Background: an optimization exercise with open tools, aiming at small area and a short achievable clock period. Do not read the settings as production practice. Only simulation tests tie the RTL to the original design; equivalence was not proved. The clock port is modelled as an ideal driver, which makes a skipped or thinned clock tree look cheaper than it is; a real chip needs a root buffer or a tree. Power is estimated from default activity; no workload was simulated.

===== design/flow/run.sh =====
#!/bin/bash
# synth_recipe.tcl (not shown) runs the flow's synth.tcl, then flattens the netlist and writes it again
# the make line also repeats each setting of config.mk as NAME=value (left out here)
make -C /OpenROAD-flow-scripts/flow DESIGN_CONFIG=/design/flow/config.mk WORK_HOME=/design/flow/orfs CLKGATE_MAP_FILE= SYNTH_SCRIPT=/design/flow/synth_recipe.tcl finish

===== design/flow/config.mk =====
export PLATFORM = sky130hd
export DESIGN_NAME = nibble_mem
export DESIGN_NICKNAME = nibble_mem
export VERILOG_FILES = /design/flow/design.v
export SDC_FILE = /design/flow/constraint.sdc
export NUM_CORES = 4
export LEC_CHECK = 0
export CAP_MARGIN = 20
export CORE_MARGIN = 2
export CORE_UTILIZATION = 40
export SLEW_MARGIN = 20

===== design/flow/constraint.sdc =====
create_clock -name core_clock -period 4.0 [get_ports {clk}]
set_input_delay 0.8000 -clock core_clock [delete_from_list [all_inputs] [get_ports {clk}]]
set_output_delay 0.8000 -clock core_clock [all_outputs]
set_load 0.01 [all_outputs]

===== design/flow/design.v =====
module nibble_mem (
    input  wire        clk,
    input  wire        rst_n,    
    input  wire [3:0]  din,
    input  wire        store,
    input  wire        next,
    input  wire        prev,
    output reg  [3:0]  dout,
    output reg  [5:0]  addr     
);
    reg [3:0] mem [0:63];
    reg store_ff1, store_ff2;
    reg next_ff1,  next_ff2;
    reg prev_ff1,  prev_ff2;
    always @(posedge clk or negedge rst_n) begin
        if (!rst_n) begin
            store_ff1 <= 1'b0; store_ff2 <= 1'b0;
            next_ff1  <= 1'b0; next_ff2  <= 1'b0;
            prev_ff1  <= 1'b0; prev_ff2  <= 1'b0;
        end else begin
            store_ff1 <= store; store_ff2 <= store_ff1;
            next_ff1  <= next;  next_ff2  <= next_ff1;
            prev_ff1  <= prev;  prev_ff2  <= prev_ff1;
        end
    end
    reg store_d, next_d, prev_d;
    wire store_pulse = store_ff2 & ~store_d;
    wire next_pulse  = next_ff2  & ~next_d;
    wire prev_pulse  = prev_ff2  & ~prev_d;
    always @(posedge clk or negedge rst_n) begin
        if (!rst_n) begin
            store_d <= 1'b0;
            next_d  <= 1'b0;
            prev_d  <= 1'b0;
        end else begin
            store_d <= store_ff2;
            next_d  <= next_ff2;
            prev_d  <= prev_ff2;
        end
    end
    integer i;
    wire [5:0] addr_inc = addr + 6'd1;
    wire [5:0] addr_dec = addr - 6'd1;
    wire [5:0] addr_after =
        store_pulse ? addr_inc :
        next_pulse  ? addr_inc :
        prev_pulse  ? addr_dec :
                      addr;
    always @(posedge clk or negedge rst_n) begin
        if (!rst_n) begin
            addr <= 6'd0;
            dout <= 4'd0;
            for (i = 0; i < 64; i = i + 1)
                mem[i] <= 4'd0;
        end else begin
            if (store_pulse) begin
                mem[addr] <= din;
            end
            addr <= addr_after;
            dout <= mem[addr_after];
        end
    end
endmodule

==> impl_results.md, run 1 <==
- Most frequent cells in the layout: 275 x dfrtp_1, 260 x mux2_2, 72 x nor2_1, 60 x nand2_1, 58 x buf_4
- Slew Viols, Final: 0
- Top FF cell, synth: dfrtp_1
- DP HPWL: 32100 µm
- RSZ-0062 raised after global routing: no
- Post-route DRC: 0
- Die area: 34700 µm²
- Status: no timing/DRC/antenna violations
- Reg2reg end: dout[2]$_DFF_PN0_
- H-tree levels: 1
- Layout cell share with drive strength beyond 1: 34.6%
- Routed Antenna Nets: 0
- Area growth, synth to finish: 14.8%
- Final Hold Fails: 0
- Ant. Diodes: 0
- FP Rows: 66
- Vias in the first global route: 10053
- Reg2Reg Setup Slack: 0.27 ns
- Die Y: 186 µm
- Setup bufs post-CTS: 0
- Number of vias per cell: 6.25
- Vias: 10119
- Layout Nets: 1167
- 1st-pass router iterations: 5
- Post-synthesis mux area share: 22.8%
- Fin util: 46.8%
- Final TNS setup: 0 ns
- Antenna violations before repair: 0
- Core area: 32600 µm²
- Hold_buf cts: 0
- Placed cells: 1563
- Largest family of logic cells by synthesized area: multiplexers
- # Max-Cap Violations: 0
- CTS Buf Count: 30
- R2r worst-path depth: 11
- Area share of the largest cell type after synthesis: 51.8%
- Min-Delay Path Class: in -> async
- Global-route usage over all layers: 27.1%
- Crit path max fanout: 15
- Xor/xnor cell area share of the yosys netlist: 0.311%
- DR WL/cell: 28.3 µm
- Asr flop ratio synth: 100%
- Startpoint types: flip-flop
- Largest cells by area after synthesis: dfrtp_1 52%, mux2_2 22%, nand3_1 2.0%
- CTS tree: built
- Actual slew at the worst max-slew pin: 1.08 ns
- Commonest non-fill, non-tap cell in the layout: dfrtp_1
- Slew HR: 28.2%
- PD cells: 768 nW/µm²
- Netlist cell types: 79
- Syn Nets: 1133
- Setup Skew: 0.0177 ns
- Non-filler cells, final: 1619
- EDFF count, synth: 0
- Required time worst endpoint: 4.44 ns
- Reg2Reg Launch Point: next_d$_DFF_PN0_
- Clock slew at reported path FFs: 0.06 ns
- Endpoints failing setup: 0
- Fill count: 3019
- Adder-Cell Fraction of Synth Area: 0.471%
- Gr ovfl total: 0
- Syn Inst Count: 1119
- Post-Synth Simple-Gate Area: 10.6%
- First-pass GRT wire length: 68800 µm
- CTS Buffer Depth: 3
- GPL Wtd Cong: 0.998
- Port Buf Inserts: 18
- IO Pins: 19
- Average size of a mapped cell: 11.9 µm²
- Leak: 0.00674 µW
- Pin count of the biggest net entering global routing: 105
- Initial core utilization: 40.7%
- Minimum clock period: 3.73 ns
- Synth Register Bits: 275
- Clock latency (worst-skew pair): 0.57 ns
- Final wirelength: 45800 µm
- Critical path endpoint category: flip-flop
- Crit Path Class: reg -> reg
- Post-synth design cell area: 13300 µm²
- Register area share after synthesis: 51.8%
- Post-synthesis compound-gate area fraction: 11.4%
- Die span in x: 186 µm
- Num Clock Sinks: 275
- 1st-iter DRT viols: 1074
- Cells resized by post-CTS repair: 0
- Post-synth top area cell: dfrtp_1
- Ys Warns: 2
- Fin crit share: 93.4%
- Max VDD drop: 0.363 mV
- Fmax: 268 MHz
- Root Driver: clkbuf_16
- Critical path arrival: 4.17 ns
-- report_power, final --
group	switching, µW	total, µW	internal, µW
sequential	674	4360	3690
clock	1160	2820	1660
combinational	2720	4540	1820
-- flip-flops by register name (all words and copies together) (netlist names) --
register / cells
prev_d: 1
prev_ff2: 1
next_ff1: 1
store_ff1: 1
next_ff2: 1
dout: 4
mem: 256
prev_ff1: 1
store_ff2: 1
next_d: 1
store_d: 1
addr: 6
-- layout make-up --
type	instances	area, µm²	share of cell area [%]
sequential	275	6880	45.1
multi-input combinational	759	6090	39.9
clock buffer	46	891	5.84
timing repair buffer	80	696	4.56
tap	442	553	3.62
clock inverter	10	120	0.787
inverter	7	26.3	0.172
-- layer usage --
| metal | track usage, % | routed length (µm) | vias up |
|---|---|---|---|
| met5 | 0 | 0 | - |
| met4 | 10.7 | 2000 | 0 |
| met1 | 39.4 | 20500 | 5263 |
| li1 | - | - | 4254 |
| met3 | 4.21 | 3400 | 117 |
| met2 | 40.8 | 19900 | 485 |
-- worst max-delay path by stage --
stage                            from           endpoint  slack [ns]
global route         next_d$_DFF_PN0_  dout[2]$_DFF_PN0_        0.13
detailed placement   next_d$_DFF_PN0_  dout[2]$_DFF_PN0_        0.31
floorplan           addr[0]$_DFF_PN0_  dout[2]$_DFF_PN0_        0.59
finish               next_d$_DFF_PN0_  dout[2]$_DFF_PN0_        0.27
CTS                  next_d$_DFF_PN0_  dout[2]$_DFF_PN0_        0.32
global placement     next_d$_DFF_PN0_  dout[2]$_DFF_PN0_        0.35
-- cell usage after synthesis (all sizes together), types with 10 or more instances --
master	number
a31oi	12
nand2	61
clkbuf	51
a221oi	19
mux2	262
and3	18
nor3	31
nand4	10
buf	27
a22o	20
a21oi	27
nand3	54
a22oi	33
dfrtp	275
o21ai	20
nor2	75
-- critical path, stage by stage, from the launching register on --
cell and delay, ns:
dfrtp_1 0.37, nand2b_1 0.32, a21boi_2 0.29, mux2_4 0.36, nor2_4 0.18, buf_4 0.28
nor2_1 0.23, and3_1 0.25, a211o_1 0.27, or4_1 0.56, nor4_1 0.35, nand4_1 0.14
-- kinds of logic after synthesis --
kind of cell	count (synthesis)
buffers and inverters	85
adders and majority gates	5
and+or+nand+nor	282
AOI/OAI and AO/OA	200
DFF	275
xor gates and xnor gates	3
muxes	269
-- stage by stage --
stage          setup slack (ns)  area (µm²)  power [µW]  hold WS, ns
2_1_floorplan             0.593       13300        6840        0.331
4_1_cts                   0.316       15300       11700        0.348
6_report                  0.266       15300       11700        0.261
3_3_place_gp              0.353       14200        8790        0.334
5_1_grt                   0.126       15300       12200        0.355
3_5_place_dp              0.315       14200        8820        0.336
==> inputs of run 2 (changes only) <==
==> design/flow/design.v (replaced) <==
module nibble_mem (
    input  wire        clk,
    input  wire        rst_n,    
    input  wire [3:0]  din,
    input  wire        store,
    input  wire        next,
    input  wire        prev,
    output wire [3:0]  dout,
    output reg  [5:0]  addr
);
    reg store_ff1, store_ff2;
    reg next_ff1,  next_ff2;
    reg prev_ff1,  prev_ff2;
    wire store_p = store_ff1 & ~store_ff2;
    wire next_p  = next_ff1  & ~next_ff2;
    wire prev_p  = prev_ff1  & ~prev_ff2;
    reg up;      
    reg dn;      
    reg wr;      
    reg hold;    
    reg step;    
    reg dir;     
    always @(posedge clk or negedge rst_n) begin
        if (!rst_n) begin
            store_ff1 <= 1'b0; store_ff2 <= 1'b0;
            next_ff1  <= 1'b0; next_ff2  <= 1'b0;
            prev_ff1  <= 1'b0; prev_ff2  <= 1'b0;
            up <= 1'b0;
            dn <= 1'b0;
            wr <= 1'b0;
            hold <= 1'b1;
            step <= 1'b0;
            dir  <= 1'b0;
        end else begin
            store_ff1 <= store; store_ff2 <= store_ff1;
            next_ff1  <= next;  next_ff2  <= next_ff1;
            prev_ff1  <= prev;  prev_ff2  <= prev_ff1;
            up <= store_p | next_p;
            dn <= prev_p & ~(store_p | next_p);
            wr <= store_p;
            hold <= ~(store_p | next_p | prev_p);
            step <= store_p | next_p | prev_p;
            if (store_p | next_p)
                dir <= 1'b1;
            else if (prev_p)
                dir <= 1'b0;
        end
    end
    always @(posedge clk or negedge rst_n) begin
        if (!rst_n)
            addr <= 6'd0;
        else if (step)
            addr <= dir ? addr + 6'd1 : addr - 6'd1;
    end
    reg       par;
    reg [3:0] pos [0:63];
    wire [3:0] pv  = {4{par}};
    wire [3:0] x0  = pos[0] ^ pv;             
    wire [3:0] d1  = pos[1] ^ pv;             
    wire [3:0] d63 = pos[63] ^ pv;            
    wire [3:0] w63 = (wr ? din : pos[0]) ^ pv;
    wire [3:0] src_up [0:63];    
    wire [3:0] src_dn [0:63];    
    genvar j;
    generate
        for (j = 1; j < 63; j = j + 1) begin : g_src
            assign src_up[j] = pos[j+1];
        end
        for (j = 2; j < 64; j = j + 1) begin : g_srd
            assign src_dn[j] = pos[j-1];
        end
    endgenerate
    assign src_up[63] = w63;
    assign src_dn[1]  = x0;
    assign src_up[0]  = 4'd0;    
    assign src_dn[0]  = 4'd0;    
    integer i;
    always @(posedge clk or negedge rst_n) begin
        if (!rst_n) begin
            par <= 1'b0;
            for (i = 0; i < 64; i = i + 1)
                pos[i] <= 4'd0;
        end else begin
            par <= ~par;
            pos[0] <= up ? d1 : dn ? d63 : pos[0];
            for (i = 1; i < 64; i = i + 1)
                pos[i] <= ~((pos[i] & {4{hold}}) | (src_up[i] & {4{up}}) | (src_dn[i] & {4{dn}}));
        end
    end
    assign dout = pos[0];
endmodule
==> design/flow/flow/run.sh (new file) <==
#!/bin/bash
# Layout flow: the standard ORFS flow (standard synthesis unchanged), with
#  - plain buffers (buf_2) on the ports instead of the default port buffer choice,
#  - resizing not restricted to the same cell footprint,
#  - CTS without dummy loads and with larger sink clusters,
#  - repair aimed at a tighter period than the design's (setup margin).
# Each make run writes its full output to a log file in this folder.
set -euo pipefail
export BUFFER_PORTS_ARGS="-buffer_cell sky130_fd_sc_hd__buf_2"
export CTS_ARGS="-sink_clustering_enable -repair_clock_nets -dont_use_dummy_load -sink_clustering_size 30 -sink_clustering_max_diameter 100"
bash standard.sh MATCH_CELL_FOOTPRINT=0 finish > make_finish.log 2>&1
==> design/flow/standard.sh (new file) <==
#!/bin/bash
# synth_recipe.tcl (not shown) runs the flow's synth.tcl, then flattens the netlist and writes it again
# the make line also repeats each setting of config.mk as NAME=value (left out here)
make -C /OpenROAD-flow-scripts/flow DESIGN_CONFIG=/design/flow/config.mk WORK_HOME=/design/flow/orfs CLKGATE_MAP_FILE= SYNTH_SCRIPT=/design/flow/synth_recipe.tcl "${@:-finish}"
--- a/design/flow/config.mk
+++ b/design/flow/config.mk
@@ -7,5 +7,8 @@
 export LEC_CHECK = 0
 export CAP_MARGIN = 20
 export CORE_MARGIN = 2
-export CORE_UTILIZATION = 40
-export SLEW_MARGIN = 20
+export CORE_UTILIZATION = 35
+export CTS_CLUSTER_DIAMETER = 100
+export CTS_CLUSTER_SIZE = 30
+export SETUP_SLACK_MARGIN = 2.4
+export SLEW_MARGIN = 60
removed: design/flow/run.sh
==> run 2 against run 1 <==
Against the previous run:
- sequential share of layout area rose by 14 points
- critical path depth fell by 10
- non-clock buffer count fell by 14
- count of clock-buffer cells in the layout fell by 33
- first-iteration DRC count rose by 59%
- die area fell by 9.8%
- global-route usage fell by 14 points
- worst setup slack improved by 1.9 ns
- clock skew rose by 0.042 ns
- final cell count fell by 34%
- critical endpoint is now dout[2]
==> impl_results.md, run 2 <==
- Fill count: 2721 (was 3019)
- Vias in the first global route: 6717 (was 10053)
- Required time worst endpoint: 3.20 ns (was 4.44 ns)
- # Max-Cap Violations: 0 (unchanged)
- FP Rows: 63 (was 66)
- Fin util: 39.5% (was 46.8%)
- Endpoints failing setup: 0 (unchanged)
- CTS Buf Count: 13 (was 30)
- Post-Synth Simple-Gate Area: 0.944% (was 10.6%)
- DR WL/cell: 19.9 µm (was 28.3 µm)
- Layout Nets: 695 (was 1167)
- Asr flop ratio synth: 100% (unchanged)
- IO Pins: 19 (unchanged)
- Most frequent cells in the layout: 269 x dfrtp_1, 252 x a222oi_1, 21 x buf_4, 17 x clkbuf_16, 13 x buf_2 (was 275 x dfrtp_1, 260 x mux2_2, 72 x nor2_1, 60 x nand2_1, 58 x buf_4)
- Min-Delay Path Class: in -> async (unchanged)
- Leak: 0.00456 µW (was 0.00674 µW)
- Largest cells by area after synthesis: dfrtp_1 66%, a222oi_1 24%, buf_2 2.1% (was dfrtp_1 52%, mux2_2 22%, nand3_1 2.0%)
- Netlist cell types: 34 (was 79)
- Die span in x: 177 µm (was 186 µm)
- Non-filler cells, final: 1069 (was 1619)
- Global-route usage over all layers: 13.1% (was 27.1%)
- Commonest non-fill, non-tap cell in the layout: dfrtp_1 (unchanged)
- Core area: 29600 µm² (was 32600 µm²)
- Crit path max fanout: 2 (was 15)
- EDFF count, synth: 0 (unchanged)
- Register area share after synthesis: 65.8% (was 51.8%)
- Fin crit share: 46.7% (was 93.4%)
- CTS tree: built (unchanged)
- Slew Viols, Final: 0 (unchanged)
- 1st-pass router iterations: 14 (was 5)
- Slowest CP cell: dfrtp_2 (was or4_1)
- Minimum clock period: 1.87 ns (was 3.73 ns)
- Top-count cell post-synth: dfrtp_1 (unchanged)
- Hold_buf cts: 0 (unchanged)
- Worst path cell trace: buf_6 (was nand2b_1 -> a21boi_2 -> mux2_4 -> nor2_4 -> buf_4 -> nor2_1 -> and3_1 -> a211o_1 -> or4_1 -> nor4_1 -> nand4_1)
- Die area: 31300 µm² (was 34700 µm²)
- RSZ-0062 raised after global routing: yes (was no)
- Num Clock Sinks: 275 (unchanged)
- Post-synthesis mux area share: 0.705% (was 22.8%)
- Ys Warns: 2 (unchanged)
- Port Buf Inserts: 18 (unchanged)
- Commonest cells in the netlist: 274 x dfrtp_1, 252 x a222oi_1, 43 x buf_2 (was 275 x dfrtp_1, 260 x mux2_2, 72 x nor2_1)
- Clock slew at reported path FFs: 0.11 ns (was 0.06 ns)
- Largest family of logic cells by synthesized area: compound AO/OA/AOI/OAI gates (was multiplexers)
- Biggest regs: pos: 256 flops, addr: 6 flops (was mem: 256 flops, addr: 6 flops, dout: 4 flops)
- WP buf/inv: 1 (unchanged)
- Area growth, synth to finish: 11.5% (was 14.8%)
- Post-synthesis compound-gate area fraction: 25.9% (was 11.4%)
- Root Driver: clkbuf_16 (unchanged)
- Layout cell share with drive strength beyond 1: 14.6% (was 34.6%)
- Startpoint types: flip-flop (unchanged)
- Vias: 7084 (was 10119)
- Crit-path max cell delay: 0.45 ns (was 0.56 ns)
- Critical path endpoint category: output pin (was flip-flop)
- Synth Register Bits: 275 (unchanged)
- Fmax: 535 MHz (was 268 MHz)
- GPL Wtd Cong: 0.707 (was 0.998)
- 1st-iter DRT viols: 1708 (was 1074)
- Adder-Cell Fraction of Synth Area: 0.669% (was 0.471%)
- Gr ovfl total: 0 (unchanged)
- Syn Nets: 702 (was 1133)
- Post-route DRC: 0 (unchanged)
- DP HPWL: 10800 µm (was 32100 µm)
- Syn Inst Count: 688 (was 1119)
- Clock latency (worst-skew pair): 0.49 ns (was 0.57 ns)
- Routed Antenna Nets: 0 (unchanged)
- Status: no timing/DRC/antenna violations (unchanged)
- Area share of the largest cell type after synthesis: 65.5% (was 51.8%)
- Post-synth design cell area: 10500 µm² (was 13300 µm²)
- Post-synth top area cell: dfrtp_1 (unchanged)
- Slew HR: 70.3% (was 28.2%)
- Critical path arrival: 1.07 ns (was 4.17 ns)
- CP top delay family: flip-flops (was simple AND/OR/NAND/NOR gates)
- First-pass GRT wire length: 35100 µm (was 68800 µm)
- Most flop-heavy register: pos (was mem)
- CTS Buffer Depth: 3 (unchanged)
- PD cells: 587 nW/µm² (was 768 nW/µm²)
- Setup Skew: 0.0600 ns (was 0.0177 ns)
- Pin count of the biggest net entering global routing: 128 (was 105)
- Xor/xnor cell area share of the yosys netlist: 1.00% (was 0.311%)
- Actual slew at the worst max-slew pin: 0.445 ns (was 1.08 ns)
- Max VDD drop: 0.344 mV (was 0.363 mV)
- H-tree levels: 1 (unchanged)
- Top FF cell, synth: dfrtp_1 (unchanged)
- Antenna violations before repair: 0 (unchanged)
- Placed cells: 1025 (was 1563)
- Largest register FFs: 256 (unchanged)
- Final TNS setup: 0 ns (unchanged)
- Die Y: 177 µm (was 186 µm)
- Hold Slack: 0.155 ns (was 0.261 ns)
- Initial core utilization: 35.4% (was 40.7%)
- Crit Path Class: reg -> out (was reg -> reg)
- Average size of a mapped cell: 15.2 µm² (was 11.9 µm²)
- Ant. Diodes: 0 (unchanged)
- Number of vias per cell: 6.63 (was 6.25)
- Final wirelength: 21200 µm (was 45800 µm)
- Final Hold Fails: 0 (unchanged)
run 2: logic make-up after synthesis:
| kind of cell | after synthesis |
|---|---|
| compound gates | 278 |
| flops | 275 |
| buf+inv | 93 |
| simple gates | 18 |
| xor+xnor | 12 |
| mux | 7 |
| fa+ha+maj | 5 |
run 2: report_power, final:
| part | leakage, µW | internal, µW | total [µW] | switching [µW] |
|---|---|---|---|---|
| clock | 0.000160 | 588 | 1390 | 799 |
| combinational | 0.00126 | 800 | 1400 | 600 |
| sequential | 0.00314 | 3470 | 4060 | 590 |
run 2: final cells by class:
class	instances	area, µm²	area share, %
Inverter	5	21.3	0.182
Clock buffer	13	325	2.79
Sequential cell	275	6900	59.1
Tap cell	390	488	4.18
Timing Repair Buffer	66	802	6.87
Multi-Input combinational cell	320	3130	26.8
run 2: layer usage:
metal / vias up / routed length, µm / GRT usage, %
met3: 16 / 1080 / 1.80
li1: 3067 / - / -
met5: - / 0 / 0
met2: 227 / 10100 / 20.2
met1: 3774 / 9870 / 20.1
met4: 0 / 212 / 2.07
run 2: path summary, 6_finish.rpt:
check / end / from / cells past startpoint / slack, ns
worst max-delay path: dout[2] / pos[0][2]$_DFFE_PN0P_ / 1 / 2.13
worst min-delay path: pos[58][3]$_DFF_PN0_ / rst_n / 1 / 0.15
worst max register to register: addr[4]$_DFFE_PN0P_ / addr[0]$_DFFE_PN0P_ / 7 / 2.21
worst min register to register: store_ff2$_DFF_PN0_ / store_ff1$_DFF_PN0_ / 0 / 0.38
max in group asynchronous: pos[29][0]$_DFF_PN0_ / rst_n / 3 / 2.92
min in group core_clock: store_ff2$_DFF_PN0_ / store_ff1$_DFF_PN0_ / 0 / 0.38
run 2: timing repair:
| item | in CTS | in global routing |
|---|---|---|
| setup buffers | 21 | 6 |
| endpoints found under the setup margin | 186 | 29 |
| gates cloned | 3 | 1 |
| pin swaps | 7 | 16 |
| resized for setup | 21 | 7 |
run 2: per-stage QoR:
| stage | area [µm²] | total power (µW) | worst slack, ns |
|---|---|---|---|
| 4_1_cts | 11600 | 6850 | 2.09 |
| 3_5_place_dp | 10900 | 5250 | 2.13 |
| 3_3_place_gp | 10700 | 5170 | 1.98 |
| 5_1_grt | 11700 | 7240 | 2.08 |
| 6_report | 11700 | 6850 | 2.13 |
| 2_1_floorplan | 10500 | 4840 | 2.37 |
==> inputs of run 3 (changes only) <==
==> design/flow/flow/run.sh (replaced) <==
#!/bin/bash
# Layout flow: the standard ORFS flow (standard synthesis unchanged), with
#  - plain buffers (buf_2) on the ports instead of the default port buffer choice,
#  - resizing not restricted to the same cell footprint,
#  - CTS without dummy loads and with larger sink clusters,
set -euo pipefail
export BUFFER_PORTS_ARGS="-buffer_cell sky130_fd_sc_hd__buf_2"
export CTS_ARGS="-sink_clustering_enable -repair_clock_nets -dont_use_dummy_load -sink_clustering_size 30 -sink_clustering_max_diameter 100"
R=orfs/results/sky130hd/nibble_mem/base
bash standard.sh MATCH_CELL_FOOTPRINT=0 cts > make_cts.log 2>&1
ODB_IN=$R/4_cts.odb ODB_OUT=$R/4_cts.odb openroad -no_init -exit flow/rmroot.tcl > rmroot.log 2>&1
bash standard.sh MATCH_CELL_FOOTPRINT=0 finish > make_finish.log 2>&1
==> design/flow/flow/rmroot.tcl (new file) <==
read_db $::env(ODB_IN)
set block [ord::get_db_block]
set clk_net [[$block findBTerm clk] getNet]
set its [$clk_net getITerms]
if {[llength $its] == 1} {
  set root [[lindex $its 0] getInst]
  set out_net [[$root findITerm X] getNet]
  set loads {}
  foreach it [$out_net getITerms] { if {[$it getInst] ne $root} { lappend loads $it } }
  if {[llength $loads] <= 4 && [llength [$out_net getBTerms]] == 0} {
    foreach it $loads { $it disconnect; $it connect $clk_net }
    [$root findITerm A] disconnect
    [$root findITerm X] disconnect
    puts "rmroot: removed [$root getName], clk now feeds [llength $loads] pins"
    odb::dbInst_destroy $root
    odb::dbNet_destroy $out_net
  }
}
write_db $::env(ODB_OUT)
==> run 3 against run 2 <==
Against the previous run:
- still clean
- die area did not move
- sequential power hardly changed
- wire length shrank 1.2%
- non-clock buffer count decreased by 2
- clock power is 4% lower
==> impl_results.md, run 3 <==
- Actual slew at the worst max-slew pin: 0.445 ns (about the same)
- Post-synthesis compound-gate area fraction: 25.9% (unchanged)
- Biggest regs: pos: 256 flops, addr: 6 flops (unchanged)
- Setup Skew: 0.0616 ns (was 0.0600 ns)
- Largest cells by area after synthesis: dfrtp_1 66%, a222oi_1 24%, buf_2 2.1% (unchanged)
- Crit Path Class: reg -> out (unchanged)
- PD cells: 582 nW/µm² (was 587 nW/µm²)
- Fin util: 39.3% (was 39.5%)
- Xor/xnor cell area share of the yosys netlist: 1.00% (unchanged)
- Routed Antenna Nets: 0 (unchanged)
- Fin crit share: 43.5% (was 46.7%)
- DP Worst Slack: 2.13 ns (unchanged)
- Post-synth top area cell: dfrtp_1 (unchanged)
- Top FF cell, synth: dfrtp_1 (unchanged)
- EDFF count, synth: 0 (unchanged)
- Ys Warns: 2 (unchanged)
- Placed cells: 1025 (unchanged)
- WP buf/inv: 1 (unchanged)
- Die area: 31300 µm² (unchanged)
- Number of vias per cell: 6.64 (was 6.63)
- Adder-Cell Fraction of Synth Area: 0.669% (unchanged)
- # Max-Cap Violations: 0 (unchanged)
- Post-synth design cell area: 10500 µm² (unchanged)
- Vias in the first global route: 6709 (was 6717)
- Endpoints failing setup: 0 (unchanged)
- Syn Nets: 702 (unchanged)
- Largest register FFs: 256 (unchanged)
- RSZ-0062 raised after global routing: yes (unchanged)
- Slew HR: 70.3% (about the same)
- Pin count of the biggest net entering global routing: 128 (unchanged)
- Register area share after synthesis: 65.8% (unchanged)
- Crit path max fanout: 2 (unchanged)
- NetSw: 1960 µW (was 1990 µW)
- Global-route usage over all layers: 13.1% (about the same)
- Non-filler cells, final: 1066 (was 1069)
- Ant. Diodes: 0 (unchanged)
- Clock power frac: 19.6% (was 20.3%)
- Sw Share: 28.9% (was 29.0%)
- Minimum clock period: 1.74 ns (was 1.87 ns)
- Post-Synth Simple-Gate Area: 0.944% (unchanged)
- Die Y: 177 µm (unchanged)
- 1st-iter DRT viols: 1682 (was 1708)
- Slew Viols, Final: 0 (unchanged)
- Commonest cells in the netlist: 274 x dfrtp_1, 252 x a222oi_1, 43 x buf_2 (unchanged)
- Max VDD drop: 0.344 mV (about the same)
- Startpoint types: flip-flop (unchanged)
- Initial core utilization: 35.4% (unchanged)
- Layout Nets: 692 (was 695)
- Asr flop ratio synth: 100% (unchanged)
- Core area: 29600 µm² (unchanged)
- Hold_buf cts: 0 (unchanged)
- Post-synthesis mux area share: 0.705% (unchanged)
- Final wirelength: 21000 µm (was 21200 µm)
- DP HPWL: 10800 µm (unchanged)
- DR WL/cell: 19.7 µm (was 19.9 µm)
- Final WS setup: 2.26 ns (was 2.13 ns)
- Num Clock Sinks: 275 (unchanged)
- Gr ovfl total: 0 (unchanged)
- Critical path arrival: 0.94 ns (was 1.07 ns)
- Netlist cell types: 34 (unchanged)
- FP Rows: 63 (unchanged)
- Status: no timing/DRC/antenna violations (unchanged)
- Area share of the largest cell type after synthesis: 65.5% (unchanged)
- P_int: 4800 µW (was 4860 µW)
- Most flop-heavy register: pos (unchanged)
- Crit-path max cell delay: 0.45 ns (about the same)
- Worst path cell trace: buf_6 (unchanged)
- Commonest non-fill, non-tap cell in the layout: dfrtp_1 (unchanged)
- 1st-pass router iterations: 12 (was 14)
- Most frequent cells in the layout: 269 x dfrtp_1, 252 x a222oi_1, 19 x buf_4, 16 x clkbuf_16, 13 x buf_2 (was 269 x dfrtp_1, 252 x a222oi_1, 21 x buf_4, 17 x clkbuf_16, 13 x buf_2)
- Post-route DRC: 0 (unchanged)
- Layout cell share with drive strength beyond 1: 14.2% (was 14.6%)
- Min-Delay Path Class: in -> async (unchanged)
- Die span in x: 177 µm (unchanged)
- Average size of a mapped cell: 15.2 µm² (unchanged)
- Required time worst endpoint: 3.20 ns (about the same)
- Top-count cell post-synth: dfrtp_1 (unchanged)
- Slowest CP cell: dfrtp_2 (unchanged)
- Clock latency (worst-skew pair): 0.36 ns (was 0.49 ns)
- Syn Inst Count: 688 (unchanged)
- Vias: 7076 (was 7084)
- Area growth, synth to finish: 11.1% (was 11.5%)
- Critical path endpoint category: output pin (unchanged)
- Port Buf Inserts: 18 (unchanged)
- Final Hold Fails: 0 (unchanged)
- Largest family of logic cells by synthesized area: compound AO/OA/AOI/OAI gates (unchanged)
- Clock slew at reported path FFs: 0.11 ns (about the same)
- Final TNS setup: 0 ns (unchanged)
- First-pass GRT wire length: 35100 µm (about the same)
- IO Pins: 19 (unchanged)
- GPL Wtd Cong: 0.707 (unchanged)
- Reg power frac: 60.0% (was 59.3%)
- Logic pwr share: 20.3% (was 20.4%)
- CP top delay family: flip-flops (unchanged)
- Leak: 0.00454 µW (was 0.00456 µW)
- Fmax: 574 MHz (was 535 MHz)
- Antenna violations before repair: 0 (unchanged)
- Synth Register Bits: 275 (unchanged)
[run 3: cell counts after synthesis]
No cell type changed its count.
[run 3: metal layers]
layer | up-vias | share of wire (%) | wire length (µm) | GRT usage (%)
met4 | 0 | 1.0 | 210 | 2.07
met1 | 3789 | 47 | 9860 | 20.1
met2 | 209 | 47 | 9850 | 20.2
li1 | 3064 | - | - | -
met3 | 14 | 4.9 | 1040 | 1.61
met5 | - | 0 | 0 | 0
[run 3: worst register-to-register path: cells and delay by family (launching register included)]
kind,cells,cell delay [ns]
AOI/OAI and AO/OA,3,0.43
adders and majority gates,1,0.28
buffers and inverters,1,0.13
DFF,1,0.41
and+or+nand+nor,1,0.27
[run 3: final timing paths]
check	start	to	slack, ns	depth (start not counted)
worst max-delay path	pos[0][2]$_DFFE_PN0P_	dout[2]	2.26	1
worst min-delay path	rst_n	pos[56][3]$_DFF_PN0_	0.29	1
worst max register to register	addr[2]$_DFFE_PN0P_	addr[5]$_DFFE_PN0P_	2.34	6
worst min register to register	store_ff1$_DFF_PN0_	store_ff2$_DFF_PN0_	0.38	0
max in group asynchronous	rst_n	pos[29][0]$_DFF_PN0_	2.80	3
min in group core_clock	store_ff1$_DFF_PN0_	store_ff2$_DFF_PN0_	0.38	0
[run 3: power groups by stage]
| stage | clock network, µW | logic (µW) | registers, µW |
|---|---|---|---|
| 2_1_floorplan | 0 | 882 | 3950 |
| 3_3_place_gp | 0 | 1020 | 4150 |
| 3_5_place_dp | 0 | 1120 | 4130 |
| 4_1_cts | 1450 | 1350 | 4040 |
| 5_1_grt | 1470 | 1530 | 4150 |
| 6_report | 1330 | 1380 | 4060 |
[run 3: area by class of cell]
type                            instances  area [µm²]
Fill cell                            2722       17900
Timing Repair Buffer                   64         787
Clock buffer                           12         300
Inverter                                5        21.3
Tap cell                              390         488
Multi-Input combinational cell        320        3130
Sequential cell                       275        6900
[run 3: per-stage QoR]
stage               total power (µW)  area (µm²)  hold WS (ns)
floorplan                       4840       10500         0.347
global placement                5170       10700         0.353
detailed placement              5250       10900         0.362
CTS                             6850       11600         0.151
global route                    7150       11600         0.289
finish                          6760       11600         0.289
[run 3: logic make-up (layout without fill, tap and decap cells)]
logic type,count (synthesis),count (layout)
and+or+nand+nor,18,18
adders and majority gates,5,5
xor gates and xnor gates,12,12
AOI/OAI and AO/OA,278,278
DFF,275,275
buffers and inverters,93,81
muxes,7,7
[run 3: repair_timing]
| item | in CTS | in global routing |
|---|---|---|
| buffers inserted | 21 | 4 |
| pin swaps | 7 | 16 |
| setup endpoints to repair | 186 | 29 |
| gates resized for setup | 21 | 7 |
| gates cloned | 3 | 1 |
==> inputs of run 4 (changes only) <==
--- a/design/flow/config.mk
+++ b/design/flow/config.mk
@@ -11,4 +11,4 @@
 export CTS_CLUSTER_DIAMETER = 100
 export CTS_CLUSTER_SIZE = 30
 export SETUP_SLACK_MARGIN = 2.4
-export SLEW_MARGIN = 60
+export SLEW_MARGIN = 20
==> run 4 against run 3 <==
Against the previous run:
- maximum frequency down 0.64%
- count of clock-buffer cells in the layout unchanged
- first-iteration DRC count fell by 12%
- area after synthesis unchanged
- worst hold slack improved by 0.067 ns
- sequential share of layout area grew 1.1 points
- final cell count decreased by 1.0%
- critical endpoint unchanged
- via count shrank 1.1%
- die area unchanged
- critical path depth did not move
==> impl_results.md, run 4 <==
- Register area: 6900 µm² (about the same)
- Top-count cell post-synth: dfrtp_1 (unchanged)
- Final TNS setup: 0 ns (unchanged)
- Number of vias per cell: 6.63 (was 6.64)
- Commonest non-fill, non-tap cell in the layout: dfrtp_1 (unchanged)
- Hold_buf cts: 0 (unchanged)
- Biggest regs: pos: 256 flops, addr: 6 flops (unchanged)
- Placed cells: 1017 (was 1025)
- FP Rows: 63 (unchanged)
- 1st-pass router iterations: 14 (was 12)
- Vias: 6995 (was 7076)
- Syn Nets: 702 (unchanged)
- Reg2reg end: addr[4]$_DFFE_PN0P_ (was addr[5]$_DFFE_PN0P_)
- Most frequent cells in the layout: 270 x dfrtp_1, 252 x a222oi_1, 20 x buf_4, 13 x clkbuf_16, 13 x buf_2 (was 269 x dfrtp_1, 252 x a222oi_1, 19 x buf_4, 16 x clkbuf_16, 13 x buf_2)
- Pin count of the biggest net entering global routing: 128 (unchanged)
- Slowest CP cell: dfrtp_2 (unchanged)
- Num Clock Sinks: 275 (unchanged)
- Post-synth design cell area: 10500 µm² (unchanged)
- Layout cell share with drive strength beyond 1: 12.8% (was 14.2%)
- Core area: 29600 µm² (unchanged)
- DP HPWL: 10200 µm (was 10800 µm)
- Clock latency (worst-skew pair): 0.35 ns (was 0.36 ns)
- WP buf/inv: 1 (unchanged)
- RSZ-0062 raised after global routing: yes (unchanged)
- Routed Antenna Nets: 0 (unchanged)
- Crit path max fanout: 2 (unchanged)
- Leak: 0.00444 µW (was 0.00454 µW)
- Die span in x: 177 µm (unchanged)
- Final wirelength: 21200 µm (was 21000 µm)
- IO Pins: 19 (unchanged)
- Fill count: 2754 (was 2722)
- Clock slew at reported path FFs: 0.11 ns (about the same)
- Top FF cell, synth: dfrtp_1 (unchanged)
- Reg2Reg Launch Point: addr[1]$_DFFE_PN0P_ (was addr[2]$_DFFE_PN0P_)
- Global-route usage over all layers: 13.2% (was 13.1%)
- Largest register FFs: 256 (unchanged)
- Largest cells by area after synthesis: dfrtp_1 66%, a222oi_1 24%, buf_2 2.1% (unchanged)
- Worst path cell trace: buf_6 (unchanged)
- Minimum clock period: 1.75 ns (was 1.74 ns)
- Max VDD drop: 0.332 mV (was 0.344 mV)
- Ys Warns: 2 (unchanged)
- Endpoints failing setup: 0 (unchanged)
- CP top delay family: flip-flops (unchanged)
- Syn Inst Count: 688 (unchanged)
- Die area: 31300 µm² (unchanged)
- Synth Register Bits: 275 (unchanged)
- Antenna violations before repair: 0 (unchanged)
- Actual slew at the worst max-slew pin: 0.612 ns (was 0.445 ns)
- Most flop-heavy register: pos (unchanged)
- Hold Slack: 0.356 ns (was 0.289 ns)
- Slew Viols, Final: 0 (unchanged)
- PD cells: 592 nW/µm² (was 582 nW/µm²)
- Fin crit share: 43.8% (was 43.5%)
- Critical path endpoint category: output pin (unchanged)
- Crit Path Class: reg -> out (unchanged)
- Setup Skew: 0.0614 ns (was 0.0616 ns)
- 1st-iter DRT viols: 1477 (was 1682)
- # Max-Cap Violations: 0 (unchanged)
- GPL Wtd Cong: 0.707 (unchanged)
- Layout Nets: 681 (was 692)
- Reg2Reg Setup Slack: 2.30 ns (was 2.34 ns)
- Post-synth top area cell: dfrtp_1 (unchanged)
- Non-filler cells, final: 1055 (was 1066)
- DR WL/cell: 20.1 µm (was 19.7 µm)
- Gr ovfl total: 0 (unchanged)
- Die Y: 177 µm (unchanged)
- Register area share after synthesis: 65.8% (unchanged)
- Status: no timing/DRC/antenna violations (unchanged)
- Average size of a mapped cell: 15.2 µm² (unchanged)
- Ant. Diodes: 0 (unchanged)
- EDFF count, synth: 0 (unchanged)
- Slew HR: 59.2% (was 70.3%)
- Post-route DRC: 0 (unchanged)
- Asr flop ratio synth: 100% (unchanged)
- R2r worst-path depth: 6 (unchanged)
- Fmax: 571 MHz (was 574 MHz)
- Fin util: 38.6% (was 39.3%)
- Required time worst endpoint: 3.20 ns (about the same)
- Area growth, synth to finish: 9.12% (was 11.1%)
- Crit-path max cell delay: 0.46 ns (was 0.45 ns)
- Critical path arrival: 0.95 ns (was 0.94 ns)
- Commonest cells in the netlist: 274 x dfrtp_1, 252 x a222oi_1, 43 x buf_2 (unchanged)
- Netlist cell types: 34 (unchanged)
- Area of the multi-input gates: 3140 µm² (was 3130 µm²)
- Startpoint types: flip-flop (unchanged)
- Final Hold Fails: 0 (unchanged)
- Initial core utilization: 35.4% (unchanged)
- Port Buf Inserts: 18 (unchanged)
- Area share of the largest cell type after synthesis: 65.5% (unchanged)
- Power, Total: 6760 µW (about the same)
- First-pass GRT wire length: 34900 µm (was 35100 µm)
- Min-Delay Path Class: in -> async (unchanged)
- Vias in the first global route: 6549 (was 6709)
-- run 4: cell counts after synthesis --
Identical to the previous run, type by type.
-- run 4: power by group --
group / switching, µW / internal, µW / leakage, µW
sequential: 603 / 3470 / 0.00314
combinational: 573 / 758 / 0.00115
clock: 806 / 546 / 0.000148
total: 1980 / 4780 / 0.00444
-- run 4: metrics by stage --
step           worst slack, ns  cell area [µm²]
3_5_place_dp              1.99            10700
5_1_grt                   2.22            11400
4_1_cts                   2.10            11400
6_report                  2.25            11400
2_1_floorplan             2.37            10500
3_3_place_gp              1.98            10700
-- run 4: final cells by class --
| cell class | count | share of cell area, % |
|---|---|---|
| Clock buffer | 12 | 2.63 |
| Inverter | 5 | 0.186 |
| Multi-Input combinational cell | 320 | 27.5 |
| Sequential cell | 275 | 60.4 |
| Tap cell | 390 | 4.27 |
| Timing Repair Buffer | 53 | 5.07 |
-- run 4: what timing repair did --
item                                    CTS  global route
pin swaps                                10             2
gates resized for setup                  21             4
buffers inserted                         21             4
endpoints found under the setup margin  269           277
cloned                                    1             0
-- run 4: how the worst max path moves through the flow --
stage / cells after the start / endpoint / start / slack [ns]
floorplan: 5 / addr[4]$_DFFE_PN0P_ / addr[0]$_DFFE_PN0P_ / 2.37
global placement: 3 / pos[0][0]$_DFFE_PN0P_ / up$_DFF_PN0_ / 1.98
detailed placement: 3 / pos[0][0]$_DFFE_PN0P_ / up$_DFF_PN0_ / 1.99
CTS: 1 / dout[2] / pos[0][2]$_DFFE_PN0P_ / 2.10
global route: 1 / addr[0] / addr[0]$_DFFE_PN0P_ / 2.22
finish: 1 / dout[2] / pos[0][2]$_DFFE_PN0P_ / 2.25
-- run 4: routing by layer --
| layer | part of all wire, % | global-route usage, % | vias up | wire length, µm |
|---|---|---|---|---|
| met5 | 0 | 0 | - | 0 |
| met1 | 47 | 19.6 | 3746 | 10100 |
| met3 | 5.0 | 1.76 | 16 | 1060 |
| li1 | - | - | 3042 | - |
| met2 | 46 | 20.8 | 191 | 9770 |
| met4 | 1.5 | 2.65 | 0 | 318 |
-- run 4: cell families (layout without fill, tap and decap cells) --
kind of cell             after synthesis  in the layout  share of synthesized area (%)
AO/OA/AOI/OAI                        278            278                           25.9
flip-flops                           275            275                           65.8
buffers and inverters                 93             70                           4.97
AND/OR/NAND/NOR                       18             18                          0.944
XOR/XNOR                              12             12                           1.00
multiplexers                           7              7                          0.705
adder cells (fa/ha/maj)                5              5                          0.669
==> inputs of run 5 (changes only) <==
--- a/design/flow/config.mk
+++ b/design/flow/config.mk
@@ -7,7 +7,7 @@
 export LEC_CHECK = 0
 export CAP_MARGIN = 20
 export CORE_MARGIN = 2
-export CORE_UTILIZATION = 35
+export CORE_UTILIZATION = 45
 export CTS_CLUSTER_DIAMETER = 100
 export CTS_CLUSTER_SIZE = 30
 export SETUP_SLACK_MARGIN = 2.4
==> run 5 against run 4 <==
Against the previous run:
- largest cell class unchanged
- maximum frequency down 0.22%
- worst setup slack worse by 0.0039 ns
- clock skew up 0.0010 ns
- wire length up 4.0%
- critical path depth up 5
- final cell count down 10%
- core utilization up 11 points
- area after synthesis unchanged
- critical endpoint is now addr[5]$_DFFE_PN0P_
- first-iteration DRC count up 23%
- still clean on timing, DRC and antenna
- register-to-register slack worse by 0.06 ns
==> impl_results.md, run 5 <==
- Antenna violations before repair: 0 (unchanged)
- Actual slew at the worst max-slew pin: 0.676 ns (was 0.612 ns)
- Clock slew at reported path FFs: 0.11 ns (about the same)
- Largest cells by area after synthesis: dfrtp_1 66%, a222oi_1 24%, buf_2 2.1% (unchanged)
- Pin count of the biggest net entering global routing: 103 (was 128)
- Syn Nets: 702 (unchanged)
- Reg power frac: 60.6% (was 60.3%)
- RSZ-0062 raised after global routing: yes (unchanged)
- GPL Wtd Cong: 0.720 (was 0.707)
- Critical path arrival: 1.92 ns (was 0.95 ns)
- Initial core utilization: 46.1% (was 35.4%)
- Area share of the largest cell type after synthesis: 65.5% (unchanged)
- Number of vias per cell: 7.59 (was 6.63)
- Hold_buf cts: 0 (unchanged)
- Required time worst endpoint: 4.16 ns (was 3.20 ns)
- Critical path endpoint category: flip-flop (was output pin)
- Post-synth top area cell: dfrtp_1 (unchanged)
- Sw Share: 29.4% (was 29.3%)
- Die area: 24500 µm² (was 31300 µm²)
- Biggest regs: pos: 256 flops, addr: 6 flops (unchanged)
- Top-count cell post-synth: dfrtp_1 (unchanged)
- PD cells: 600 nW/µm² (was 592 nW/µm²)
- Top FF cell, synth: dfrtp_1 (unchanged)
- Crit path max fanout: 3 (was 2)
- Layout Nets: 681 (unchanged)
- 1st-iter DRT viols: 1812 (was 1477)
- Final wirelength: 22100 µm (was 21200 µm)
- Leak: 0.00443 µW (was 0.00444 µW)
- Global-route usage over all layers: 17.3% (was 13.2%)
- Max VDD drop: 0.402 mV (was 0.332 mV)
- EDFF count, synth: 0 (unchanged)
- Met3 WL: 1340 µm (was 1060 µm)
- NetSw: 1990 µW (was 1980 µW)
- Vias: 7215 (was 6995)
- Ys Warns: 2 (unchanged)
- Average size of a mapped cell: 15.2 µm² (unchanged)
- Worst hold start: store_ff1$_DFF_PN0_
- Met1 WL: 9440 µm (was 10100 µm)
- Final TNS setup: 0 ns (unchanged)
- Slew Viols, Final: 0 (unchanged)
- Port Buf Inserts: 18 (unchanged)
- Core area: 22700 µm² (was 29600 µm²)
- Crit Path Class: reg -> reg (was reg -> out)
- 1st-pass router iterations: 15 (was 14)
- Most flop-heavy register: pos (unchanged)
- Syn Inst Count: 688 (unchanged)
- Fmax: 569 MHz (was 571 MHz)
- Layout cell share with drive strength beyond 1: 12.6% (was 12.8%)
- Met2 WL: 10800 µm (was 9770 µm)
- IO Pins: 19 (unchanged)
- Minimum clock period: 1.76 ns (was 1.75 ns)
- Clock latency (worst-skew pair): 0.37 ns (was 0.35 ns)
- Netlist cell types: 34 (unchanged)
- Gr ovfl total: 0 (unchanged)
- Vias in the first global route: 6813 (was 6549)
- Num Clock Sinks: 275 (unchanged)
- Post-synth design cell area: 10500 µm² (unchanged)
- Power, Total: 6760 µW (about the same)
- Asr flop ratio synth: 100% (unchanged)
- P_int: 4770 µW (was 4780 µW)
- Synth Register Bits: 275 (unchanged)
- # Max-Cap Violations: 0 (unchanged)
- DR WL/cell: 23.2 µm (was 20.1 µm)
- Routed Antenna Nets: 0 (unchanged)
- Register area share after synthesis: 65.8% (unchanged)
- Slew HR: 54.9% (was 59.2%)
- Max layer used: met4 (unchanged)
- Critical path origin: addr[3]$_DFFE_PN0P_ (was pos[0][2]$_DFFE_PN0P_)
- Commonest non-fill, non-tap cell in the layout: dfrtp_1 (unchanged)
- First-pass GRT wire length: 35300 µm (was 34900 µm)
- Logic pwr share: 19.9% (was 19.7%)
- Commonest cells in the netlist: 274 x dfrtp_1, 252 x a222oi_1, 43 x buf_2 (unchanged)
- DP HPWL: 11100 µm (was 10200 µm)
- Post-route DRC: 0 (unchanged)
- Startpoint types: flip-flop (unchanged)
- Reg2Reg Launch Point: addr[3]$_DFFE_PN0P_ (was addr[1]$_DFFE_PN0P_)
- Ant. Diodes: 0 (unchanged)
- Clock power frac: 19.5% (was 20.0%)
- FP Rows: 55 (was 63)
- Min-Delay Path Class: reg -> reg (was in -> async)
- Die Y: 157 µm (was 177 µm)
- Status: no timing/DRC/antenna violations (unchanged)
- Area growth, synth to finish: 7.79% (was 9.12%)
- Setup Skew: 0.0624 ns (was 0.0614 ns)
- Fill count: 1886 (was 2754)
- Die span in x: 157 µm (was 177 µm)
- Final Hold Fails: 0 (unchanged)
- Endpoints failing setup: 0 (unchanged)
- Fin crit share: 43.9% (was 43.8%)
- Most frequent cells in the layout: 270 x dfrtp_1, 252 x a222oi_1, 17 x buf_4, 13 x clkbuf_16, 13 x buf_2 (was 270 x dfrtp_1, 252 x a222oi_1, 20 x buf_4, 13 x clkbuf_16, 13 x buf_2)
- Largest register FFs: 256 (unchanged)
==> run 5: cell types whose count changed in the layout (fill, tap and decap cells not counted), sizes merged <==
cell and delta:
buf +1, clkbuf -1
==> run 5: routing by layer <==
| metal | track usage [%] | vias to the layer above |
|---|---|---|
| met3 | 2.05 | 28 |
| met4 | 4.28 | 0 |
| met2 | 28.6 | 300 |
| met5 | 0 | - |
| met1 | 24.7 | 3840 |
| li1 | - | 3047 |
==> run 5: per-stage QoR <==
stage | instance area, µm² | setup slack (ns) | hold slack [ns] | util (%) | std cells
3_3_place_gp | 10600 | 2.00 | 0.356 | 46.5 | 914
5_1_grt | 11300 | 2.20 | 0.412 | 49.7 | 950
4_1_cts | 11200 | 2.10 | 0.308 | 49.2 | 945
3_5_place_dp | 10600 | 1.88 | 0.365 | 46.5 | 914
2_1_floorplan | 10500 | 2.37 | 0.347 | - | 688
6_report | 11300 | 2.24 | 0.383 | 49.7 | 950
==> run 5: worst paths after layout <==
path | endpoint | slack [ns] | cells past startpoint
worst max-delay path | addr[5]$_DFFE_PN0P_ | 2.24 | 6
worst min register to register | store_ff2$_DFF_PN0_ | 0.38 | 0
max in group asynchronous | pos[49][3]$_DFF_PN0_ | 2.62 | 2
worst max register to register | addr[5]$_DFFE_PN0P_ | 2.24 | 6
worst min-delay path | store_ff2$_DFF_PN0_ | 0.38 | 0
min in group asynchronous | pos[6][3]$_DFF_PN0_ | 0.43 | 1
==> run 5: area by class of cell <==
class	count	area, µm²	area share [%]
timing repair buffer	53	576	5.10
tap	285	357	3.16
sequential	275	6900	61.1
multi-input combinational	320	3130	27.8
inverter	5	21.3	0.189
clock buffer	12	300	2.66
==> run 5: kinds of logic (layout without fill, tap and decap cells) <==
family	count (synthesis)	after routing	share of synthesized area, %
mux	7	7	0.705
compound gates	278	278	25.9
fa+ha+maj	5	5	0.669
buf+inv	93	70	4.97
flops	275	275	65.8
simple gates	18	18	0.944
xor+xnor	12	12	1.00
==> run 5: power by group through the flow <==
stage	Clock [µW]	Sequential (µW)	Combinational [µW]
2_1_floorplan	0	3950	882
3_3_place_gp	0	4130	1000
3_5_place_dp	0	4190	1060
4_1_cts	1440	4080	1280
5_1_grt	1470	4190	1490
6_report	1320	4100	1350
==> run 5: critical path: stages, from the launching register on <==
cell,delay (ns)
dfrtp_1,0.41
buf_4,0.15
ha_4,0.28
o211ai_1,0.10
or2_1,0.29
a41oi_2,0.21
o2111ai_1,0.12
==> run 5: what timing repair did <==
item | 4_1_cts | 5_1_grt
endpoints found under the setup margin | 269 | 84
pin swaps | 3 | 6
gates cloned | 0 | 1
resized for setup | 16 | 10
setup buffers | 18 | 5
==> inputs of run 6 (changes only) <==
--- a/design/flow/design.v
+++ b/design/flow/design.v
@@ -46,11 +46,24 @@
                 dir <= 1'b0;
         end
     end
+    wire [5:0] addr_inc, addr_dec;
+    genvar b;
+    generate
+        for (b = 0; b < 6; b = b + 1) begin : g_step
+            if (b == 0) begin : g_lsb
+                assign addr_inc[b] = ~addr[b];
+                assign addr_dec[b] = ~addr[b];
+            end else begin : g_bit
+                assign addr_inc[b] = addr[b] ^ (&addr[b-1:0]);
+                assign addr_dec[b] = addr[b] ^ ~(|addr[b-1:0]);
+            end
+        end
+    endgenerate
     always @(posedge clk or negedge rst_n) begin
         if (!rst_n)
             addr <= 6'd0;
         else if (step)
-            addr <= dir ? addr + 6'd1 : addr - 6'd1;
+            addr <= dir ? addr_inc : addr_dec;
     end
     reg       par;
     reg [3:0] pos [0:63];
==> design/flow/flow/run.sh (replaced) <==
#!/bin/bash
# Layout flow: the standard ORFS flow (standard synthesis unchanged), with
#  - plain buffers (buf_2) on the ports instead of the default port buffer choice,
#  - resizing not restricted to the same cell footprint,
#  - CTS without dummy loads and with larger sink clusters,
#  - after CTS, a shorter clock tree, the same for every register: the clock
#    root buffer is removed and each first-level clock buffer is split in two,
#    so the clock port drives 4 first-level clock buffers directly
#    (rmroot.tcl, splitmid.tcl).
# Each tool run writes its full output to a log file in this folder.
set -euo pipefail
export BUFFER_PORTS_ARGS="-buffer_cell sky130_fd_sc_hd__buf_2"
export CTS_ARGS="-sink_clustering_enable -repair_clock_nets -dont_use_dummy_load -sink_clustering_size 30 -sink_clustering_max_diameter 100"
R=orfs/results/sky130hd/nibble_mem/base
bash standard.sh MATCH_CELL_FOOTPRINT=0 cts > make_cts.log 2>&1
ODB_IN=$R/4_cts.odb ODB_OUT=$R/4_cts.odb openroad -no_init -exit flow/rmroot.tcl > rmroot.log 2>&1
ODB_IN=$R/4_cts.odb ODB_OUT=$R/4_cts.odb openroad -no_init -exit flow/splitmid.tcl > splitmid.log 2>&1
bash standard.sh MATCH_CELL_FOOTPRINT=0 finish > make_finish.log 2>&1
==> design/flow/flow/splitmid.tcl (new file) <==
# Split each first-level clock buffer (driven by the clock port) into two, each
# driving the half of its loads on one side, so that the port drives up to
# 4 first-level buffers with fewer loads each.
read_db $::env(ODB_IN)
set block [ord::get_db_block]
set clk_net [[$block findBTerm clk] getNet]
set mids {}
foreach it [$clk_net getITerms] { lappend mids [$it getInst] }
if {[llength $mids] <= 2} {
  set k 0
  foreach mid $mids {
    set master [$mid getMaster]
    set out_net [[$mid findITerm X] getNet]
    set loads {}
    foreach it [$out_net getITerms] {
      if {[$it getInst] eq $mid} { continue }
      set bb [[$it getInst] getBBox]
      lappend loads [list $it [expr {([$bb xMin]+[$bb xMax])/2}] [expr {([$bb yMin]+[$bb yMax])/2}]]
    }
    if {[llength $loads] < 4} { continue }
    # split along the wider spread
    set xs [lmap l $loads {lindex $l 1}]; set ys [lmap l $loads {lindex $l 2}]
    set dx [expr {[tcl::mathfunc::max {*}$xs] - [tcl::mathfunc::min {*}$xs]}]
    set dy [expr {[tcl::mathfunc::max {*}$ys] - [tcl::mathfunc::min {*}$ys]}]
    set idx [expr {$dx >= $dy ? 1 : 2}]
    set loads [lsort -integer -index $idx $loads]
    set half [expr {[llength $loads] / 2}]
    set move [lrange $loads $half end]
    set keep [lrange $loads 0 [expr {$half-1}]]
    incr k
    set nn [odb::dbNet_create $block "clknet_split_$k"]
    $nn setSigType CLOCK
    set ni [odb::dbInst_create $block $master "clkbuf_split_$k"]
    [$ni findITerm A] connect $clk_net
    [$ni findITerm X] connect $nn
    set sx 0; set sy 0
    foreach l $move { [lindex $l 0] disconnect; [lindex $l 0] connect $nn; incr sx [lindex $l 1]; incr sy [lindex $l 2] }
    set n [llength $move]
    $ni setLocation [expr {$sx/$n}] [expr {$sy/$n}]
    $ni setPlacementStatus PLACED
    # move the kept buffer to the centroid of its own loads
    set sx 0; set sy 0
    foreach l $keep { incr sx [lindex $l 1]; incr sy [lindex $l 2] }
    set n [llength $keep]
    $mid setLocation [expr {$sx/$n}] [expr {$sy/$n}]
    puts "splitmid: [$mid getName] split, [llength $keep] + [llength $move] loads"
  }
  detailed_placement
  check_placement
}
write_db $::env(ODB_OUT)
--- a/design/flow/config.mk
+++ b/design/flow/config.mk
@@ -7,7 +7,7 @@
 export LEC_CHECK = 0
 export CAP_MARGIN = 20
 export CORE_MARGIN = 2
-export CORE_UTILIZATION = 45
+export CORE_UTILIZATION = 35
 export CTS_CLUSTER_DIAMETER = 100
 export CTS_CLUSTER_SIZE = 30
 export SETUP_SLACK_MARGIN = 2.4
==> run 6 against run 5 <==
Against the previous run:
- core utilization fell by 11 points
- combinational power fell by 17%
- wire length fell by 7.6%
- synthesized cell count fell by 1.2%
- sequential power barely moved
- clock power rose by 5%
- largest cell class unchanged
==> impl_results.md, run 6 <==
- Crit path max fanout: 2 (was 3)
- First-pass GRT wire length: 33900 µm (was 35300 µm)
- Area growth, synth to finish: 8.14% (was 7.79%)
- PD cells: 588 nW/µm² (was 600 nW/µm²)
- Clock latency (worst-skew pair): 0.31 ns (was 0.37 ns)
- Commonest non-fill, non-tap cell in the layout: dfrtp_1 (unchanged)
- Ant. Diodes: 0 (unchanged)
- Register area share after synthesis: 66.5% (was 65.8%)
- CP top delay family: flip-flops (was compound AO/OA/AOI/OAI gates)
- Antenna violations before repair: 0 (unchanged)
- Fmax: 594 MHz (was 569 MHz)
- Clock slew at reported path FFs: 0.10 ns (was 0.11 ns)
- Num Clock Sinks: 275 (unchanged)
- EDFF count, synth: 0 (unchanged)
- Synth Register Bits: 275 (unchanged)
- Critical path origin: pos[0][2]$_DFFE_PN0P_ (was addr[3]$_DFFE_PN0P_)
- Netlist cell types: 27 (was 34)
- Vias: 6923 (was 7215)
- Min-Delay Path Class: reg -> reg (unchanged)
- 1st-pass router iterations: 17 (was 15)
- Hold path cells: 0 (unchanged)
- Slowest CP cell: dfrtp_1 (unchanged)
- Required time worst endpoint: 3.20 ns (was 4.16 ns)
- Critical path endpoint category: output pin (was flip-flop)
- Most flop-heavy register: pos (unchanged)
- DR WL/cell: 19.6 µm (was 23.2 µm)
- Asr flop ratio synth: 100% (unchanged)
- Critical path arrival: 0.88 ns (was 1.92 ns)
- Post-route DRC: 0 (unchanged)
- Number of vias per cell: 6.66 (was 7.59)
- Post-synth top area cell: dfrtp_1 (unchanged)
- FP Rows: 62 (was 55)
- Largest cells by area after synthesis: dfrtp_1 66%, a222oi_1 24%, buf_2 1.8% (was dfrtp_1 66%, a222oi_1 24%, buf_2 2.1%)
- Fin util: 38.7% (was 49.7%)
- GPL Wtd Cong: 0.701 (was 0.720)
- Crit-path max cell delay: 0.42 ns (was 0.41 ns)
- Fin crit share: 42.1% (was 43.9%)
- DP HPWL: 10500 µm (was 11100 µm)
- Die area: 31000 µm² (was 24500 µm²)
- Average size of a mapped cell: 15.2 µm² (about the same)
- WP buf/inv: 1 (unchanged)
- Slew HR: 55.7% (was 54.9%)
- Pin count of the biggest net entering global routing: 128 (was 103)
- Startpoint types: flip-flop (unchanged)
- Core area: 28900 µm² (was 22700 µm²)
- Layout cell share with drive strength beyond 1: 11.3% (was 12.6%)
- Largest register FFs: 256 (unchanged)
- Vias in the first global route: 6536 (was 6813)
- Max VDD drop: 0.365 mV (was 0.402 mV)
- Hold_buf cts: 0 (unchanged)
- Die span in x: 176 µm (was 157 µm)
- Endpoints failing setup: 0 (unchanged)
- Post-synth design cell area: 10300 µm² (was 10500 µm²)
- # Max-Cap Violations: 0 (unchanged)
- Minimum clock period: 1.68 ns (was 1.76 ns)
- Area share of the largest cell type after synthesis: 66.3% (was 65.5%)
- Worst path cell trace: buf_2 (was buf_4 -> ha_4 -> o211ai_1 -> or2_1 -> a41oi_2 -> o2111ai_1)
- Crit path depth: 1 (was 6)
- Hold Slack: 0.376 ns (was 0.383 ns)
- Initial core utilization: 35.8% (was 46.1%)
- 1st-iter DRT viols: 1873 (was 1812)
- RSZ-0062 raised after global routing: yes (unchanged)
- Global-route usage over all layers: 13.1% (was 17.3%)
- IO Pins: 19 (unchanged)
- Final wirelength: 20400 µm (was 22100 µm)
- Most frequent cells in the layout: 269 x dfrtp_1, 252 x a222oi_1, 17 x buf_4, 15 x buf_2, 14 x clkbuf_16 (was 270 x dfrtp_1, 252 x a222oi_1, 17 x buf_4, 13 x clkbuf_16, 13 x buf_2)
- Final Hold Fails: 0 (unchanged)
- Reg2Reg Launch Point: up$_DFF_PN0_ (was addr[3]$_DFFE_PN0P_)
- Port Buf Inserts: 18 (unchanged)
- Ys Warns: 2 (unchanged)
- Final TNS setup: 0 ns (unchanged)
- R2r worst-path depth: 2 (was 6)
- Routed Antenna Nets: 0 (unchanged)
- Syn Nets: 689 (was 702)
- Slew Viols, Final: 0 (unchanged)
- Biggest regs: pos: 256 flops, addr: 6 flops (unchanged)
- Layout Nets: 666 (was 681)
- Syn Inst Count: 680 (was 688)
- Actual slew at the worst max-slew pin: 0.665 ns (was 0.676 ns)
- Crit Path Class: reg -> out (was reg -> reg)
- Commonest cells in the netlist: 274 x dfrtp_1, 252 x a222oi_1, 38 x buf_2 (was 274 x dfrtp_1, 252 x a222oi_1, 43 x buf_2)
- Top FF cell, synth: dfrtp_1 (unchanged)
- Die Y: 176 µm (was 157 µm)
- Worst hold start: store_ff1$_DFF_PN0_ (unchanged)
- Gr ovfl total: 0 (unchanged)
- Top-count cell post-synth: dfrtp_1 (unchanged)
- Setup Skew: 0.0411 ns (was 0.0624 ns)
- Status: no timing/DRC/antenna violations (unchanged)
- Leak: 0.00431 µW (was 0.00443 µW)
## run 6: cell count changes in the layout (fill, tap and decap cells not counted), moves of 5 or more
cell,previous run,this run
nand2_1,0,10
nor2_1,6,1
xor2_1,5,11
o21ai_0,0,10
xnor2_1,7,12
## run 6: worst paths after layout
path / slack (ns) / end
setup / recovery: 2.32 / dout[2]
hold / removal: 0.38 / store_ff2$_DFF_PN0_
hold reg to reg: 0.38 / store_ff2$_DFF_PN0_
max in group asynchronous: 2.66 / pos[58][3]$_DFF_PN0_
setup reg to reg: 2.48 / pos[54][1]$_DFF_PN0_
min in group asynchronous: 0.44 / pos[39][0]$_DFF_PN0_
## run 6: cell families (layout without fill, tap and decap cells)
logic type | Yosys count | in the layout | synth area share, %
AND/OR/NAND/NOR | 21 | 21 | 1.10
flip-flops | 275 | 275 | 66.5
AO/OA/AOI/OAI | 265 | 265 | 25.1
buffers and inverters | 92 | 67 | 4.97
XOR/XNOR | 23 | 23 | 1.95
multiplexers | 4 | 4 | 0.387
## run 6: through the flow
step / worst slack, ns / instances / total power (µW) / instance area [µm²]
3_5_place_dp: 1.88 / 1005 / 5110 / 10600
4_1_cts: 2.13 / 1033 / 6610 / 11100
5_1_grt: 2.28 / 1039 / 6960 / 11200
2_1_floorplan: 2.66 / 680 / 4740 / 10300
6_report: 2.32 / 1039 / 6580 / 11200
3_3_place_gp: 1.97 / 1005 / 4990 / 10600
## run 6: where the power goes
group,switching (µW),internal (µW),leakage [µW]
clock network,752,633,0.000173
logic,494,629,0.000999
registers,603,3470,0.00314
## run 6: timing repair
item,CTS,global route
gates cloned,0,0
resized for setup,8,4
setup buffers,15,5
setup endpoints to repair,266,216
## run 6: metal layers
layer	routed length, µm	part of all wire (%)	global-route usage [%]	up-vias
met5	0	0	0	-
met4	187	0.92	2.27	0
met3	1340	6.5	2.67	14
met2	9880	48	20.9	304
met1	9000	44	18.9	3635
li1	-	-	-	2970
## run 6: layout make-up
cell class | count | area (µm²)
Sequential cell | 275 | 6900
Multi-Input combinational cell | 313 | 2950
Buffer | 2 | 50.0
Timing Repair Buffer | 50 | 499
Inverter | 3 | 11.3
Tap cell | 384 | 480
Clock buffer | 12 | 300
Fill cell | 2662 | 17700
==> inputs of run 7 (changes only) <==
--- a/design/flow/config.mk
+++ b/design/flow/config.mk
@@ -10,5 +10,5 @@
 export CORE_UTILIZATION = 35
 export CTS_CLUSTER_DIAMETER = 100
 export CTS_CLUSTER_SIZE = 30
-export SETUP_SLACK_MARGIN = 2.4
+export SETUP_SLACK_MARGIN = 2.3
 export SLEW_MARGIN = 20
==> run 7 against run 6 <==
Against the previous run:
- final cell count decreased by 0.38%
- final area decreased by 0.54%
- count of clock-buffer cells in the layout unchanged
- still clean
- highest routed layer unchanged
- clock skew about the same
==> impl_results.md, run 7 <==
- Largest register FFs: 256 (unchanged)
- Fin crit share: 42.0% (was 42.1%)
- Area growth, synth to finish: 7.56% (was 8.14%)
- 1st-pass router iterations: 15 (was 17)
- GPL Wtd Cong: 0.701 (unchanged)
- Adder-Cell Fraction of Synth Area: 0% (unchanged)
- Vias: 6867 (was 6923)
- Fmax: 595 MHz (was 594 MHz)
- Syn Nets: 689 (unchanged)
- Register area: 6900 µm² (unchanged)
- Ys Warns: 2 (unchanged)
- Fill count: 2667 (was 2662)
- Post-route DRC: 0 (unchanged)
- Register area share after synthesis: 66.5% (unchanged)
- Routed Antenna Nets: 0 (unchanged)
- Commonest cells in the netlist: 274 x dfrtp_1, 252 x a222oi_1, 38 x buf_2 (unchanged)
- Gr ovfl total: 0 (unchanged)
- Core area: 28900 µm² (unchanged)
- Initial core utilization: 35.8% (unchanged)
- IO Pins: 19 (unchanged)
- Most flop-heavy register: pos (unchanged)
- Status: no timing/DRC/antenna violations (unchanged)
- Leak: 0.00428 µW (was 0.00431 µW)
- Global-route usage over all layers: 12.9% (was 13.1%)
- Post-synth design cell area: 10300 µm² (unchanged)
- Post-synthesis compound-gate area fraction: 25.1% (unchanged)
- WP buf/inv: 1 (unchanged)
- Antenna violations before repair: 0 (unchanged)
- Placed cells: 1005 (unchanged)
- Power, Total: 6550 µW (was 6580 µW)
- CP top delay family: flip-flops (unchanged)
- Max VDD drop: 0.365 mV (about the same)
- FP Rows: 62 (unchanged)
- First-pass GRT wire length: 33600 µm (was 33900 µm)
- Clock slew at reported path FFs: 0.11 ns (was 0.10 ns)
- Clock latency (worst-skew pair): 0.31 ns (about the same)
- Top FF cell, synth: dfrtp_1 (unchanged)
- Top-count cell post-synth: dfrtp_1 (unchanged)
- Post-synthesis mux area share: 0.387% (unchanged)
- Worst path cell trace: buf_2 (unchanged)
- Slowest CP cell: dfrtp_1 (unchanged)
- Die area: 31000 µm² (unchanged)
- Biggest regs: pos: 256 flops, addr: 6 flops (unchanged)
- Largest family of logic cells by synthesized area: compound AO/OA/AOI/OAI gates (unchanged)
- Syn Inst Count: 680 (unchanged)
- Met2 Track Usage GR: 20.7% (was 20.9%)
- Num Clock Sinks: 275 (unchanged)
- Slew HR: 55.8% (was 55.7%)
- Xor/xnor cell area share of the yosys netlist: 1.95% (unchanged)
-- run 7: cell counts after synthesis --
No cell type changed its count.
-- run 7: cell type report --
class                      instances  area share, %
buffer                             2          0.450
clock buffer                      12           2.70
inverter                           3          0.101
multi-input combinational        313           26.5
sequential                       275           62.0
tap                              384           4.32
timing repair buffer              46           3.95
-- run 7: power by group --
part | total (µW) | switching [µW] | internal, µW
sequential | 4070 | 602 | 3470
combinational | 1100 | 484 | 611
clock | 1380 | 749 | 633
total | 6550 | 1840 | 4720
-- run 7: through the flow --
stage / utilization (%) / cell area, µm²
2_1_floorplan: - / 10300
3_3_place_gp: 36.6 / 10600
3_5_place_dp: 36.6 / 10600
4_1_cts: 38.3 / 11100
5_1_grt: 38.5 / 11100
6_report: 38.5 / 11100
-- run 7: what timing repair did --
| item | 4_1_cts | 5_1_grt |
|---|---|---|
| gates resized for setup | 4 | 3 |
| endpoints found under the setup margin | 258 | 73 |
| buffers inserted | 14 | 2 |
| cloned | 0 | 0 |
-- run 7: final timing paths --
path / slack [ns] / end / depth (start not counted) / from
hold reg to reg: 0.38 / store_ff2$_DFF_PN0_ / 0 / store_ff1$_DFF_PN0_
hold / removal: 0.38 / store_ff2$_DFF_PN0_ / 0 / store_ff1$_DFF_PN0_
max in group asynchronous: 2.67 / pos[6][2]$_DFF_PN0_ / 2 / rst_n
setup reg to reg: 2.39 / pos[47][3]$_DFF_PN0_ / 2 / hold$_DFF_PN1_
min in group asynchronous: 0.45 / pos[39][0]$_DFF_PN0_ / 1 / rst_n
setup / recovery: 2.32 / dout[2] / 1 / pos[0][2]$_DFFE_PN0P_
-- run 7: metal layers --
| layer | share of wire, % | vias to the layer above |
|---|---|---|
| li1 | - | 2958 |
| met1 | 44 | 3608 |
| met2 | 48 | 289 |
| met3 | 6.6 | 12 |
| met4 | 0.87 | 0 |
| met5 | 0 | - |
-- run 7: cells by family after synthesis --
family          Yosys count
flops                   275
compound gates          265
simple gates             21
xor+xnor                 23
buf+inv                  92
mux                       4

Check on run 7: ideal ports give 2.320 ns setup slack; a clkbuf_16 on the clock port and buf_2 on the inputs give 2.221 ns; moving port delays by the midpoint clock arrival (0.391 ns) as well gives 2.313 ns.
